Context: an optimization exercise on an open-source flow, tuned for small area. The choices shown serve that exercise and are no tape-out recipe.
Function was not checked in any run shown here: the RTL went through the layout flow alone.

### flow/constraint.sdc
create_clock -name core_clock -period 8.0 [get_ports {clk}]
set_input_delay 1.6000 -clock core_clock [delete_from_list [all_inputs] [get_ports {clk}]]
set_output_delay 1.6000 -clock core_clock [all_outputs]
set_load 0.01 [all_outputs]
### flow/design.v
module add16_rca(
    input [15:0] a,
    input [15:0] b,
    input ci,
    output [15:0] s
);
wire [16:0] c;
assign c[0] = ci;
genvar k;
generate for (k = 0; k < 16; k = k + 1) begin : g
    assign s[k] = a[k] ^ b[k] ^ c[k];
    assign c[k+1] = (a[k] & b[k]) | (a[k] & c[k]) | (b[k] & c[k]);
end endgenerate
endmodule
module cordic_pipeline_top(
    input clk,
    input rst_n,
    input en,
    input mode,
    input [15:0] xi,
    input [15:0] yi,
    input [15:0] zi,
    output [15:0] xo,
    output [15:0] yo,
    output [15:0] zo,
    output valid
);
reg [4:0] valid_r;
always @(posedge clk or negedge rst_n)
    if (!rst_n) valid_r <= 5'b0;
    else valid_r <= {valid_r[3:0], en};
assign valid = valid_r[4];
wire d0 = mode ? yi[15] : ~zi[15];
wire [15:0] x1, y1;
add16_rca ux0(.a(xi), .b(yi ^ {16{d0}}), .ci(d0), .s(x1));
add16_rca uy0(.a(yi), .b(xi ^ {16{~d0}}), .ci(~d0), .s(y1));
wire [15:0] z1;
add16_rca uz0(.a(zi), .b(16'h3244 ^ {16{d0}}), .ci(d0), .s(z1));
reg [15:0] xr0, yr0, zr0;
reg mr0;
always @(posedge clk) begin
    xr0 <= x1;
    yr0 <= y1;
    zr0 <= z1;
    mr0 <= mode;
end
wire d1 = mr0 ? yr0[15] : ~zr0[15];
wire [15:0] x2, y2;
add16_rca ux1(.a(xr0), .b({{1{yr0[15]}}, yr0[15:1]} ^ {16{d1}}), .ci(d1), .s(x2));
add16_rca uy1(.a(yr0), .b({{1{xr0[15]}}, xr0[15:1]} ^ {16{~d1}}), .ci(~d1), .s(y2));
wire [15:0] z2;
add16_rca uz1(.a(zr0), .b(16'h1DAC ^ {16{d1}}), .ci(d1), .s(z2));
wire d2 = mr0 ? y2[15] : ~z2[15];
wire [15:0] x3, y3;
add16_rca ux2(.a(x2), .b({{2{y2[15]}}, y2[15:2]} ^ {16{d2}}), .ci(d2), .s(x3));
add16_rca uy2(.a(y2), .b({{2{x2[15]}}, x2[15:2]} ^ {16{~d2}}), .ci(~d2), .s(y3));
wire [15:0] z3;
add16_rca uz2(.a(z2), .b(16'h0FAE ^ {16{d2}}), .ci(d2), .s(z3));
wire d3 = mr0 ? y3[15] : ~z3[15];
wire [15:0] x4, y4;
add16_rca ux3(.a(x3), .b({{3{y3[15]}}, y3[15:3]} ^ {16{d3}}), .ci(d3), .s(x4));
add16_rca uy3(.a(y3), .b({{3{x3[15]}}, x3[15:3]} ^ {16{~d3}}), .ci(~d3), .s(y4));
wire [15:0] z4;
add16_rca uz3(.a(z3), .b(16'h07F5 ^ {16{d3}}), .ci(d3), .s(z4));
reg [15:0] xr1, yr1, zr1;
reg mr1;
always @(posedge clk) begin
    xr1 <= x4;
    yr1 <= y4;
    zr1 <= z4;
    mr1 <= mr0;
end
wire d4 = mr1 ? yr1[15] : ~zr1[15];
wire [15:0] x5, y5;
add16_rca ux4(.a(xr1), .b({{4{yr1[15]}}, yr1[15:4]} ^ {16{d4}}), .ci(d4), .s(x5));
add16_rca uy4(.a(yr1), .b({{4{xr1[15]}}, xr1[15:4]} ^ {16{~d4}}), .ci(~d4), .s(y5));
wire [15:0] z5;
add16_rca uz4(.a(zr1), .b(16'h03FF ^ {16{d4}}), .ci(d4), .s(z5));
wire zin5 = (z5[15:10] == {6{1'b0}}) | (z5[15:10] == {6{1'b1}});   
wire d5 = mr1 ? y5[15] : ~z5[15];
wire [15:0] x6, y6;
add16_rca ux5(.a(x5), .b({{5{y5[15]}}, y5[15:5]} ^ {16{d5}}), .ci(d5), .s(x6));
add16_rca uy5(.a(y5), .b({{5{x5[15]}}, x5[15:5]} ^ {16{~d5}}), .ci(~d5), .s(y6));
wire d6 = mr1 ? y6[15] : (zin5 ? z5[9] : ~z5[15]);
wire [15:0] x7, y7;
add16_rca ux6(.a(x6), .b({{6{y6[15]}}, y6[15:6]} ^ {16{d6}}), .ci(d6), .s(x7));
add16_rca uy6(.a(y6), .b({{6{x6[15]}}, x6[15:6]} ^ {16{~d6}}), .ci(~d6), .s(y7));
wire [15:0] zk2 = 16'd768 - ({14'b0, {d5, d6}} << 9);
wire [15:0] zs2;
add16_rca uzs2(.a(z5), .b(zk2), .ci(1'b0), .s(zs2));
reg [15:0] xr2, yr2, zr2;
reg mr2;
always @(posedge clk) begin
    xr2 <= x7;
    yr2 <= y7;
    zr2 <= zs2;
    mr2 <= mr1;
end
wire zin7 = (zr2[15:8] == {8{1'b0}}) | (zr2[15:8] == {8{1'b1}});   
wire d7 = mr2 ? yr2[15] : ~zr2[15];
wire [15:0] x8, y8;
add16_rca ux7(.a(xr2), .b({{7{yr2[15]}}, yr2[15:7]} ^ {16{d7}}), .ci(d7), .s(x8));
add16_rca uy7(.a(yr2), .b({{7{xr2[15]}}, xr2[15:7]} ^ {16{~d7}}), .ci(~d7), .s(y8));
wire d8 = mr2 ? y8[15] : (zin7 ? zr2[7] : ~zr2[15]);
wire [15:0] x9, y9;
add16_rca ux8(.a(x8), .b({{8{y8[15]}}, y8[15:8]} ^ {16{d8}}), .ci(d8), .s(x9));
add16_rca uy8(.a(y8), .b({{8{x8[15]}}, x8[15:8]} ^ {16{~d8}}), .ci(~d8), .s(y9));
wire d9 = mr2 ? y9[15] : (zin7 ? zr2[6] : ~zr2[15]);
wire [15:0] x10, y10;
add16_rca ux9(.a(x9), .b({{9{y9[15]}}, y9[15:9]} ^ {16{d9}}), .ci(d9), .s(x10));
add16_rca uy9(.a(y9), .b({{9{x9[15]}}, x9[15:9]} ^ {16{~d9}}), .ci(~d9), .s(y10));
wire [15:0] zk3 = 16'd224 - ({13'b0, {d7, d8, d9}} << 6);
wire [15:0] zs3;
add16_rca uzs3(.a(zr2), .b(zk3), .ci(1'b0), .s(zs3));
reg [15:0] xr3, yr3, zr3;
reg mr3;
always @(posedge clk) begin
    xr3 <= x10;
    yr3 <= y10;
    zr3 <= zs3;
    mr3 <= mr2;
end
wire zin10 = (zr3[15:5] == {11{1'b0}}) | (zr3[15:5] == {11{1'b1}});   
wire d10 = mr3 ? yr3[15] : ~zr3[15];
wire [15:0] x11, y11;
add16_rca ux10(.a(xr3), .b({{10{yr3[15]}}, yr3[15:10]} ^ {16{d10}}), .ci(d10), .s(x11));
add16_rca uy10(.a(yr3), .b({{10{xr3[15]}}, xr3[15:10]} ^ {16{~d10}}), .ci(~d10), .s(y11));
wire d11 = mr3 ? y11[15] : (zin10 ? zr3[4] : ~zr3[15]);
wire [15:0] x12, y12;
add16_rca ux11(.a(x11), .b({{11{y11[15]}}, y11[15:11]} ^ {16{d11}}), .ci(d11), .s(x12));
add16_rca uy11(.a(y11), .b({{11{x11[15]}}, x11[15:11]} ^ {16{~d11}}), .ci(~d11), .s(y12));
wire d12 = mr3 ? y12[15] : (zin10 ? zr3[3] : ~zr3[15]);
wire [15:0] x13, y13;
add16_rca ux12(.a(x12), .b({{12{y12[15]}}, y12[15:12]} ^ {16{d12}}), .ci(d12), .s(x13));
add16_rca uy12(.a(y12), .b({{12{x12[15]}}, x12[15:12]} ^ {16{~d12}}), .ci(~d12), .s(y13));
wire [15:0] zk4 = 16'd28 - ({13'b0, {d10, d11, d12}} << 3);
wire [15:0] zs4;
add16_rca uzs4(.a(zr3), .b(zk4), .ci(1'b0), .s(zs4));
reg [15:0] xr4, yr4, zr4;
reg mr4;
always @(posedge clk) begin
    xr4 <= x13;
    yr4 <= y13;
    zr4 <= zs4;
    mr4 <= mr3;
end
wire zin13 = (zr4[15:2] == {14{1'b0}}) | (zr4[15:2] == {14{1'b1}});   
wire d13 = mr4 ? yr4[15] : ~zr4[15];
wire [15:0] x14, y14;
add16_rca ux13(.a(xr4), .b({{13{yr4[15]}}, yr4[15:13]} ^ {16{d13}}), .ci(d13), .s(x14));
add16_rca uy13(.a(yr4), .b({{13{xr4[15]}}, xr4[15:13]} ^ {16{~d13}}), .ci(~d13), .s(y14));
wire d14 = mr4 ? y14[15] : (zin13 ? zr4[1] : ~zr4[15]);
wire [15:0] x15, y15;
add16_rca ux14(.a(x14), .b({{14{y14[15]}}, y14[15:14]} ^ {16{d14}}), .ci(d14), .s(x15));
add16_rca uy14(.a(y14), .b({{14{x14[15]}}, x14[15:14]} ^ {16{~d14}}), .ci(~d14), .s(y15));
wire [15:0] zk5 = 16'd3 - ({14'b0, {d13, d14}} << 1);
wire [15:0] zs5;
add16_rca uzs5(.a(zr4), .b(zk5), .ci(1'b0), .s(zs5));
assign xo = x15;
assign yo = y15;
assign zo = zs5;
endmodule
### flow/config.mk
export PLATFORM = sky130hd
export DESIGN_NAME = cordic_pipeline_top
export DESIGN_NICKNAME = cordic_pipeline_top
export VERILOG_FILES = /design/flow/design.v
export SDC_FILE = /design/flow/constraint.sdc
export NUM_CORES = 4
export LEC_CHECK = 0
export ABC_AREA = 1
export CAP_MARGIN = 20
export CORE_MARGIN = 2
export CORE_UTILIZATION = 55
export CTS_BUF_LIST = sky130_fd_sc_hd__clkbuf_8 sky130_fd_sc_hd__clkbuf_16
export CTS_CLUSTER_DIAMETER = 100
export CTS_CLUSTER_SIZE = 30
export SLEW_MARGIN = 20
### flow/flow/run.sh
#!/bin/bash
# The standard layout (standard.sh) with two changes:
#  - synthesis leaves the adders to ABC (no full/half adder cells extracted first);
#  - the port buffers use the smallest buffer cell.
set -euo pipefail
export ADDER_MAP_FILE=
export BUFFER_PORTS_ARGS="-buffer_cell sky130_fd_sc_hd__buf_1"
bash standard.sh > standard_flow.log 2>&1
### flow/standard.sh
#!/bin/bash
# synth_recipe.tcl (not shown) runs the flow's synth.tcl, then flattens the netlist and writes it again
# the make line also repeats each setting of config.mk as NAME=value (left out here)
make -C /OpenROAD-flow-scripts/flow DESIGN_CONFIG=/design/flow/config.mk WORK_HOME=/design/flow/orfs CLKGATE_MAP_FILE= SYNTH_SCRIPT=/design/flow/synth_recipe.tcl "${@:-finish}"
==> impl_metrics.yaml, run 1 <==
detailed_routing:
  wl_per_cell_um: 11.8
  vias_per_cell: 4.64
  firstDrtPassIters: 5
  num_vias: 24600
  drc: 0
  drt_iter0_markers: 745
  wirelength_mm: 62.7
  postRouteAntennaNets: 0
logic_synthesis:
  avgSynthCellArea_um2: 6.34
  ys_warn_count: 1
  synth_flop_cell: "dfxtp_1"
  ys_ff_latch: 249
  syn_area_um2: 27700
  async_flop_share_pct: 2.01
  ys_seq_area_share_pct: 18.1
  yosysUniqueCellTypes: 48
  synth_edf_count: 0
  synthCells: 4372
  syn-num-nets: 4424
cts:
  h-tree-depth: 1
  cts_sinks: 249
  clkTransAtPathRegs_ns: 0.10
  root_buffer: "clkbuf_16"
  cts_buffer_depth: 3
  numCtsBuffers: 17
  cts_tree: "yes"
  insertion_delay_ns: 0.56
layout:
  fillers: 4923
  antenna_cells: 0
  drive_gt1_share_pct: 26.2
  multi_input_area_um2: 21700
  areaGrowthSynthToFinish_pct: 13.6
  nets: 4668
  seqCellArea_um2: 5040
  fin_util_pct: 63.0
critical_path:
  crit_fanout: 5
  crit_arrival_ns: 6.27
  worstPathRequired_ns: 6.40
  cp-startpoint: "mr4"
  path_buf_inv: 4
  critical-path-top-delay-family: "simple AND/OR/NAND/NOR gates"
  reg2reg_from: "zr2[15]"
  max_stage_delay_ns: 0.37
  r2r-end: "yr3[15]"
  critPathKind: "flop to primary output"
  setup.worst_path.end_class: "primary output"
  rr_worst_depth: 78
  crit_path_top_delay_cell: "dfxtp_2"
  start_kind: "flop"
  worst_path_most_repeated_cell: "nand2_2"
  rrSetupSlack_ns: 0.70
place:
  place_congestion: 0.886
  dp_hpwl_mm: 51.5
  port_buffers: 100
sta:
  grt_setup_unrepaired: "yes"
  final_max_slew_viol_count: 0
  finalCritPeriodShare_pct: 98.4
  fin_skew_ns: 0.0388
  slew_headroom_pct: 47.2
  max_slew.worst_pin.slew_ns: 0.784
  hold_viol: 0
  fin_crit_ns: 7.87
  fmax_ghz: 0.127
  fin_tns_setup_ns: 0
  setup-violations-final: 0
floorplanning:
  die-width_um: 228
  start_util_pct: 55.5
  dieHeight_um: 228
  core_um2: 50000
  die-area_um2: 52200
  rows: 82
  ios: 101
grt:
  grt_pass1_wl_mm: 101
  grt_overflow: 0
  grt_start_max_net_pins: 41
  grt_usage_pct: 23.0
  grt_pass1_vias: 22100
  antenna_found_initial: 0
worst_hold_path:
  min_path_type: "flop to flop"
  holdPathStages: 0
  min_from: "zr2[2]"
  min_to: "zr3[2]"
run:
  max-cap-violations: 0
outcome:
  status: "timing/DRC/antenna clean"
-- logic make-up (layout without fill, tap and decap cells) --
kind of cell    after synthesis  count (layout)  synth area share, %
simple gates               2796            2800                 47.4
xor+xnor                    776             776                 24.7
buf+inv                     425             676                 6.70
flops                       249             249                 18.1
compound gates               99              99                 2.23
fa+ha+maj                    25              25                0.903
mux                           2               2               0.0722
-- layout by cell type, fill, tap and decap left out, drive strengths merged, types with 55 or more instances in the layout --
cell type  Yosys  layout
nand3        174     174
o21ai         55      55
xnor2        351     351
or2          347     347
dfxtp        244     244
buf           37     279
inv          361     369
nor2         102     102
xor2         425     425
nand2       2140    2144
-- synthesized netlist by cell type (11+ instances only) --
library cell,count,area [um^2]
xor2_1,420,3680
o21ai_0,34,170
o21ai_1,11,55.1
nand3_1,115,576
inv_2,11,41.3
clkbuf_1,20,75.1
maj3_1,25,250
inv_1,346,1300
nand2_2,383,2400
buf_6,22,248
a21oi_1,26,130
nand2_1,1735,6510
nand2_4,22,248
or2_2,301,1880
nor2_1,98,368
nand3_2,59,591
or2_1,35,219
dfxtp_1,244,4880
or2_4,11,96.3
xnor2_1,351,3070
-- per-stage QoR --
stage | hold WS, ns | worst slack (ns) | cell area [um^2] | cells
after floorplan | 0.310 | 0.273 | 27700 | 4372
after global placement | 0.310 | 0.0175 | 28800 | 5134
after detailed placement | 0.313 | -0.159 | 28800 | 5134
after CTS | 0.337 | 0.00821 | 29800 | 5194
after global routing | 0.339 | -0.339 | 31500 | 5299
final | 0.334 | 0.129 | 31500 | 5299
-- layer usage --
layer / GRT usage, % / wire length, um / part of all wire, %
met3: 1.63 / 1020 / 1.6
met1: 28.1 / 29000 / 46
met4: 5.70 / 1420 / 2.3
met5: 0 / 0 / 0
met2: 43.4 / 31300 / 50
-- timing repair --
item                                    in CTS  in global routing
pin swaps                                   33                109
setup buffers                               29                 99
gates cloned                                 1                  6
hold buffers                                 0                  0
endpoints found under the setup margin      16                 77
gates resized for setup                     57                211
-- worst max path at each step --
stage	to	slack, ns	cells past startpoint
floorplan	yo[15]	0.27	60
global placement	yo[15]	0.02	59
detailed placement	yo[15]	-0.16	59
CTS	yo[15]	0.008	59
global route	yo[15]	-0.34	59
finish	yo[15]	0.13	59
-- cell type report --
| cell class | count | share of cell area, % |
|---|---|---|
| clock buffer | 17 | 1.35 |
| multi-input combinational | 3702 | 68.9 |
| inverter | 364 | 4.43 |
| timing repair buffer | 282 | 6.00 |
| tap | 672 | 2.67 |
| sequential | 249 | 16.0 |
| clock inverter | 13 | 0.604 |
==> inputs of run 2 (changes only) <==
--- a/flow/config.mk
+++ b/flow/config.mk
@@ -12,4 +12,5 @@
 export CTS_BUF_LIST = sky130_fd_sc_hd__clkbuf_8 sky130_fd_sc_hd__clkbuf_16
 export CTS_CLUSTER_DIAMETER = 100
 export CTS_CLUSTER_SIZE = 30
+export GPL_TIMING_DRIVEN = 0
 export SLEW_MARGIN = 20
==> impl_metrics.yaml, run 2 <==
outcome:
  status: "timing/DRC/antenna clean"
worst_hold_path:
  min_path_type: "flop to flop"
place:
  dp_hpwl_mm: 52.7
  dpl_cell_area_um2: 28900
  place_congestion: 0.862
  port_buffers: 98
  dp_cells: 5142
layout:
  seqCellArea_um2: 5040
  drive_gt1_share_pct: 26.6
  multi_input_area_um2: 21800
  layout_commonest_cell: "nand2_1"
  fillers: 4895
  fin_util_pct: 63.5
  areaGrowthSynthToFinish_pct: 14.5
  nets: 4672
  antenna_cells: 0
  instances_no_fill: 5302
  finalInstanceArea_um2: 31700
  final_cell_mix: "1618 x nand2_1, 476 x nand2_2, 405 x xor2_1, 348 x xnor2_1, 339 x inv_1"
logic_synthesis:
  syn-num-nets: 4424
  synth.top_cell.area_share_pct: 23.5
  syn_area_um2: 27700
  synth_edf_count: 0
  async_flop_share_pct: 2.01
  yosysUniqueCellTypes: 48
  synthCells: 4372
  ys_ff_latch: 249
  netlist_top_cells_area: "nand2_1 23%, dfxtp_1 18%, xor2_1 13%"
  ys_warn_count: 1
  synth_area_leader_cell: "nand2_1"
  avgSynthCellArea_um2: 6.34
  yosys.cell_count.top_type: "nand2_1"
  synth_flop_cell: "dfxtp_1"
  ys_seq_area_share_pct: 18.1
  synth_commonest_cells: "1735 x nand2_1, 420 x xor2_1, 383 x nand2_2"
floorplanning:
  ios: 101
  die-area_um2: 52200
  die-width_um: 228
  rows: 82
  dieHeight_um: 228
  core_um2: 50000
  start_util_pct: 55.5
critical_path:
  critPathKind: "flop to primary output"
  start_kind: "flop"
  max_stage_delay_ns: 0.41
  worst_path_most_repeated_cell: "nand2_2"
  crit_arrival_ns: 6.26
  path_buf_inv: 4
  worstPathRequired_ns: 6.40
  crit_fanout: 5
  setup.worst_path.end_class: "primary output"
  crit_path_top_delay_cell: "dfxtp_4"
  critical-path-top-delay-family: "simple AND/OR/NAND/NOR gates"
sta:
  fmax_ghz: 0.127
  fin_crit_ns: 7.86
  final_max_slew_viol_count: 0
  max_slew.worst_pin.slew_ns: 0.832
  hold_ws_ns: 0.322
  setup-violations-final: 0
  slew_headroom_pct: 44.1
  finalCritPeriodShare_pct: 98.2
  hold_viol: 0
  grt_setup_unrepaired: "yes"
  fin_skew_ns: 0.0206
grt:
  antenna_found_initial: 1
  grt_overflow: 0
  grt_usage_pct: 23.9
  grt_start_max_net_pins: 31
  grt_pass1_wl_mm: 104
  grt_pass1_vias: 22200
detailed_routing:
  vias_per_cell: 4.66
  drt_iter0_markers: 985
  num_vias: 24700
  drc: 0
  wirelength_mm: 63.4
  wl_per_cell_um: 12.0
  postRouteAntennaNets: 0
  firstDrtPassIters: 5
cts:
  cts_sinks: 249
  root_buffer: "clkbuf_16"
  numCtsBuffers: 16
  cts_hold_buf: 0
  h-tree-depth: 1
  cts_tree: "yes"
  cts_buffer_depth: 3
  insertion_delay_ns: 0.54
  clkTransAtPathRegs_ns: 0.11
run:
  max-cap-violations: 0
## run 2: changes by cell type in the layout (fill, tap and decap cells not counted), sizes merged
cell / before / now
nand2: 2144 / 2141
clkinv: 8 / 7
bufinv: 0 / 2
clkinvlp: 0 / 1
inv: 369 / 365
clkbuf: 20 / 42
buf: 279 / 265
## run 2: through the flow
step                      setup TNS, ns  setup WS (ns)
after global routing              -1.90         -0.338
after detailed placement          -7.23          -1.08
after global placement            -6.15         -0.995
after floorplan                       0          0.273
after CTS                       -0.0276        -0.0252
final                                 0          0.144
## run 2: layer usage
metal / share of wire, % / global-route usage (%)
met3: 2.0 / 1.93
met2: 49 / 43.2
met1: 47 / 30.6
met5: 0 / 0
met4: 2.4 / 5.54
## run 2: path summary, 6_finish.rpt
kind / start / end / slack (ns) / cells after the start
worst min-delay path: zr3[1] / zr4[1] / 0.32 / 0
min in group asynchronous: rst_n / valid_r[1] / 0.92 / 1
worst max-delay path: mr4 / yo[15] / 0.14 / 59
max in group asynchronous: rst_n / valid_r[3] / 6.82 / 1
worst max register to register: mr1 / yr2[13] / 0.50 / 80
worst min register to register: zr3[1] / zr4[1] / 0.32 / 0
## run 2: logic make-up after synthesis
kind of cell | Yosys count | share of synthesized area, %
compound gates | 99 | 2.23
xor+xnor | 776 | 24.7
fa+ha+maj | 25 | 0.903
buf+inv | 425 | 6.70
flops | 249 | 18.1
mux | 2 | 0.0722
simple gates | 2796 | 47.4
## run 2: area by class of cell
cell class | instances | area share, %
plain buffers | 60 | 1.74
clock buffers | 17 | 1.34
clock inverters | 11 | 0.713
inverters | 364 | 4.43
multi-input cells | 3699 | 68.8
flip-flops and latches | 249 | 15.9
well taps | 672 | 2.65
repair buffers | 230 | 4.51
## run 2: worst register-to-register path, delay by kind of cell, from the launching register on
kind	cells	cell delay, ns
simple gates	67	5.01
compound gates	5	0.75
buf+inv	5	0.71
xor+xnor	3	0.59
flops	1	0.37
## run 2: repair_timing
item / in CTS / in global routing
setup endpoints to repair: 28 / 66
pin swaps: 15 / 124
resized for setup: 72 / 257
gates cloned: 0 / 2
buffers inserted: 33 / 100
==> inputs of run 3 (changes only) <==
--- a/flow/design.v
+++ b/flow/design.v
@@ -133,27 +133,27 @@
 wire [15:0] x13, y13;
 add16_rca ux12(.a(x12), .b({{12{y12[15]}}, y12[15:12]} ^ {16{d12}}), .ci(d12), .s(x13));
 add16_rca uy12(.a(y12), .b({{12{x12[15]}}, x12[15:12]} ^ {16{~d12}}), .ci(~d12), .s(y13));
-wire [15:0] zk4 = 16'd28 - ({13'b0, {d10, d11, d12}} << 3);
+wire d13 = mr3 ? y13[15] : (zin10 ? zr3[2] : ~zr3[15]);
+wire [15:0] x14, y14;
+add16_rca ux13(.a(x13), .b({{13{y13[15]}}, y13[15:13]} ^ {16{d13}}), .ci(d13), .s(x14));
+add16_rca uy13(.a(y13), .b({{13{x13[15]}}, x13[15:13]} ^ {16{~d13}}), .ci(~d13), .s(y14));
+wire [15:0] zk4 = 16'd30 - ({12'b0, {d10, d11, d12, d13}} << 2);
 wire [15:0] zs4;
 add16_rca uzs4(.a(zr3), .b(zk4), .ci(1'b0), .s(zs4));
 reg [15:0] xr4, yr4, zr4;
 reg mr4;
 always @(posedge clk) begin
-    xr4 <= x13;
-    yr4 <= y13;
+    xr4 <= x14;
+    yr4 <= y14;
     zr4 <= zs4;
     mr4 <= mr3;
 end
-wire zin13 = (zr4[15:2] == {14{1'b0}}) | (zr4[15:2] == {14{1'b1}});   
-wire d13 = mr4 ? yr4[15] : ~zr4[15];
-wire [15:0] x14, y14;
-add16_rca ux13(.a(xr4), .b({{13{yr4[15]}}, yr4[15:13]} ^ {16{d13}}), .ci(d13), .s(x14));
-add16_rca uy13(.a(yr4), .b({{13{xr4[15]}}, xr4[15:13]} ^ {16{~d13}}), .ci(~d13), .s(y14));
-wire d14 = mr4 ? y14[15] : (zin13 ? zr4[1] : ~zr4[15]);
+wire zin14 = (zr4[15:1] == {15{1'b0}}) | (zr4[15:1] == {15{1'b1}});   
+wire d14 = mr4 ? yr4[15] : ~zr4[15];
 wire [15:0] x15, y15;
-add16_rca ux14(.a(x14), .b({{14{y14[15]}}, y14[15:14]} ^ {16{d14}}), .ci(d14), .s(x15));
-add16_rca uy14(.a(y14), .b({{14{x14[15]}}, x14[15:14]} ^ {16{~d14}}), .ci(~d14), .s(y15));
-wire [15:0] zk5 = 16'd3 - ({14'b0, {d13, d14}} << 1);
+add16_rca ux14(.a(xr4), .b({{14{yr4[15]}}, yr4[15:14]} ^ {16{d14}}), .ci(d14), .s(x15));
+add16_rca uy14(.a(yr4), .b({{14{xr4[15]}}, xr4[15:14]} ^ {16{~d14}}), .ci(~d14), .s(y15));
+wire [15:0] zk5 = 16'd1 - ({15'b0, d14} << 1);
 wire [15:0] zs5;
 add16_rca uzs5(.a(zr4), .b(zk5), .ci(1'b0), .s(zs5));
 assign xo = x15;
--- a/flow/config.mk
+++ b/flow/config.mk
@@ -12,5 +12,4 @@
 export CTS_BUF_LIST = sky130_fd_sc_hd__clkbuf_8 sky130_fd_sc_hd__clkbuf_16
 export CTS_CLUSTER_DIAMETER = 100
 export CTS_CLUSTER_SIZE = 30
-export GPL_TIMING_DRIVEN = 0
 export SLEW_MARGIN = 20
==> impl_metrics.yaml, run 3 <==
logic_synthesis:
  ys_ff_latch: 249
  ys_warn_count: 1
  synth.top_cell.area_share_pct: 24.3
  syn_area_um2: 26500
  synth_area_leader_cell: "nand2_1"
  yosysUniqueCellTypes: 45
  netlist_top_cells_area: "nand2_1 24%, dfxtp_1 18%, xor2_1 16%"
  synthCells: 4162
  syn-num-nets: 4214
  synth_flop_cell: "dfxtp_1"
  ys_seq_area_share_pct: 18.9
  avgSynthCellArea_um2: 6.37
  synth_edf_count: 0
  async_flop_share_pct: 2.01
  synth_commonest_cells: "1714 x nand2_1, 476 x xor2_1, 357 x xnor2_1"
  yosys.cell_count.top_type: "nand2_1"
critical_path:
  critical-path-top-delay-family: "simple AND/OR/NAND/NOR gates"
  critPathKind: "flop to flop"
  crit_path_top_delay_cell: "dfxtp_4"
  max_stage_delay_ns: 0.39
  rr_worst_depth: 102
  path_depth: 102
  setup.worst_path.end_class: "flop"
  start_kind: "flop"
  worstPathRequired_ns: 8.43
  crit_fanout: 5
  path_buf_inv: 18
  crit_arrival_ns: 9.43
  worst_path_most_repeated_cell: "nand2_2"
sta:
  finalCritPeriodShare_pct: 112
  setup-violations-final: 71
  max_slew.worst_pin.slew_ns: 0.650
  grt_setup_unrepaired: "yes"
  hold_ws_ns: 0.337
  fin_tns_setup_ns: -32.10
  fin_skew_ns: 0.0410
  hold_viol: 0
  fin_ws_ns: -0.995
  fmax_ghz: 0.111
  slew_headroom_pct: 56.4
  final_max_slew_viol_count: 0
  fin_crit_ns: 8.99
floorplanning:
  ios: 101
  rows: 80
  dieHeight_um: 224
  die-width_um: 224
  start_util_pct: 55.6
  die-area_um2: 50000
  core_um2: 47600
detailed_routing:
  postRouteAntennaNets: 0
  firstDrtPassIters: 5
  drc: 0
  wirelength_mm: 73.7
  wl_per_cell_um: 12.6
  num_vias: 27800
  drt_iter0_markers: 1155
  vias_per_cell: 4.74
cts:
  cts_sinks: 249
  cts_buffer_depth: 3
  insertion_delay_ns: 0.55
  clkTransAtPathRegs_ns: 0.10
  numCtsBuffers: 17
  h-tree-depth: 1
  root_buffer: "clkbuf_16"
  cts_tree: "yes"
grt:
  grt_usage_pct: 27.1
  grt_pass1_vias: 25600
  antenna_found_initial: 0
  grt_start_max_net_pins: 42
  grt_overflow: 0
  grt_pass1_wl_mm: 113
place:
  dp_hpwl_mm: 52.4
  port_buffers: 100
  dp_cells: 5423
  place_congestion: 0.874
layout:
  layout_commonest_cell: "nand2_1"
  areaGrowthSynthToFinish_pct: 42.7
  final_cell_mix: "1516 x nand2_1, 977 x buf_4, 449 x xor2_1, 340 x nand2_2, 320 x inv_1"
  antenna_cells: 0
  drive_gt1_share_pct: 38.9
  instances_no_fill: 5863
  nets: 5290
  fillers: 3539
worst_hold_path:
  min_path_type: "flop to flop"
  holdPathStages: 0
outcome:
  violations: "negative setup slack"
  status: "failed layout checks"
run:
  max-cap-violations: 0
run 3: changes by cell type in the layout (fill, tap and decap cells not counted), sizes merged, moves of 15 or more:
cell    delta
buf      +854
nand3     -53
xor2      +54
maj3      +28
nand2    -234
clkbuf    -23
inv       -15
a21oi     +17
o21ai     +16
run 3: layout make-up:
cell class / instances / area (um^2) / share of cell area, %
multi-input combinational: 3504 / 21800 / 57.6
tap: 615 / 769 / 2.03
timing repair buffer: 1120 / 8250 / 21.8
clock inverter: 11 / 210 / 0.556
clock buffer: 18 / 439 / 1.16
inverter: 346 / 1330 / 3.51
sequential: 249 / 5030 / 13.3
run 3: worst register-to-register path, delay by kind of cell (launching register included):
family | cells | cell delay [ns]
xor+xnor | 1 | 0.18
simple gates | 78 | 5.56
flops | 1 | 0.39
compound gates | 5 | 0.64
buf+inv | 18 | 2.10
run 3: cell families (layout without fill, tap and decap cells):
| kind of cell | after synthesis | in the layout | synth area share (%) |
|---|---|---|---|
| AO/OA/AOI/OAI | 128 | 128 | 2.80 |
| flip-flops | 249 | 249 | 18.9 |
| adder cells (fa/ha/maj) | 53 | 53 | 2.00 |
| XOR/XNOR | 836 | 836 | 27.7 |
| AND/OR/NAND/NOR | 2487 | 2487 | 42.1 |
| buffers and inverters | 409 | 1495 | 6.48 |
run 3: path summary, 6_finish.rpt:
kind,startpoint,endpoint,slack (ns)
max in group asynchronous,rst_n,valid_r[2],6.93
setup reg to reg,mr3,zr4[15],-0.99
min in group asynchronous,rst_n,valid_r[0],0.87
hold reg to reg,zr2[3],zr3[3],0.34
setup / recovery,mr3,zr4[15],-0.99
hold / removal,zr2[3],zr3[3],0.34
run 3: metal layers:
metal	vias to the layer above	part of all wire (%)	global-route usage, %
li1	14700	-	-
met1	12500	42	31.4
met2	417	52	52.6
met3	164	2.8	2.58
met4	0	3.0	7.23
met5	-	0	0
run 3: repair_timing:
| action | in CTS | in global routing |
|---|---|---|
| pin swaps | 109 | 238 |
| endpoints found under the setup margin | 61 | 137 |
| hold buffers | 0 | 0 |
| gates resized for setup | 140 | 370 |
| setup buffers | 332 | 99 |
run 3: per-stage QoR:
| step | setup slack, ns | area [um^2] | util, % |
|---|---|---|---|
| floorplan | -0.169 | 26700 | - |
| global placement | -0.480 | 32100 | 67.3 |
| detailed placement | -0.693 | 32100 | 67.3 |
| CTS | -0.591 | 35700 | 74.9 |
| global route | -1.72 | 37800 | 79.4 |
| finish | -0.995 | 37800 | 79.4 |

==> re-timing with driven ports <==
The flow's constraints put no driver on any port. The routed layouts listed below were extracted and timed again, unchanged, in two steps.
Step 1, drivers: a clkbuf_16 drives clk and a buf_2 each remaining input, both assumed.
Step 2 adds t to the input delays and takes it off the output delays; t is the mean of the earliest and latest rising clock arrival at the registers after step 1. Input paths then give back, and output paths get back, about the clock's delay inside the block.
Three values: no drivers, after step 1, after step 2; two values: the first two.
run | t (ns) | setup slack, ns | worst setup path after step 2
run 1 | 0.601 | 0.129 / 0.070 / 0.670 | register to output
run 2 | 0.583 | 0.144 / 0.088 / 0.501 | register to register
run 3 | 0.587 | -0.995 / -0.995 / -0.995 | register to register
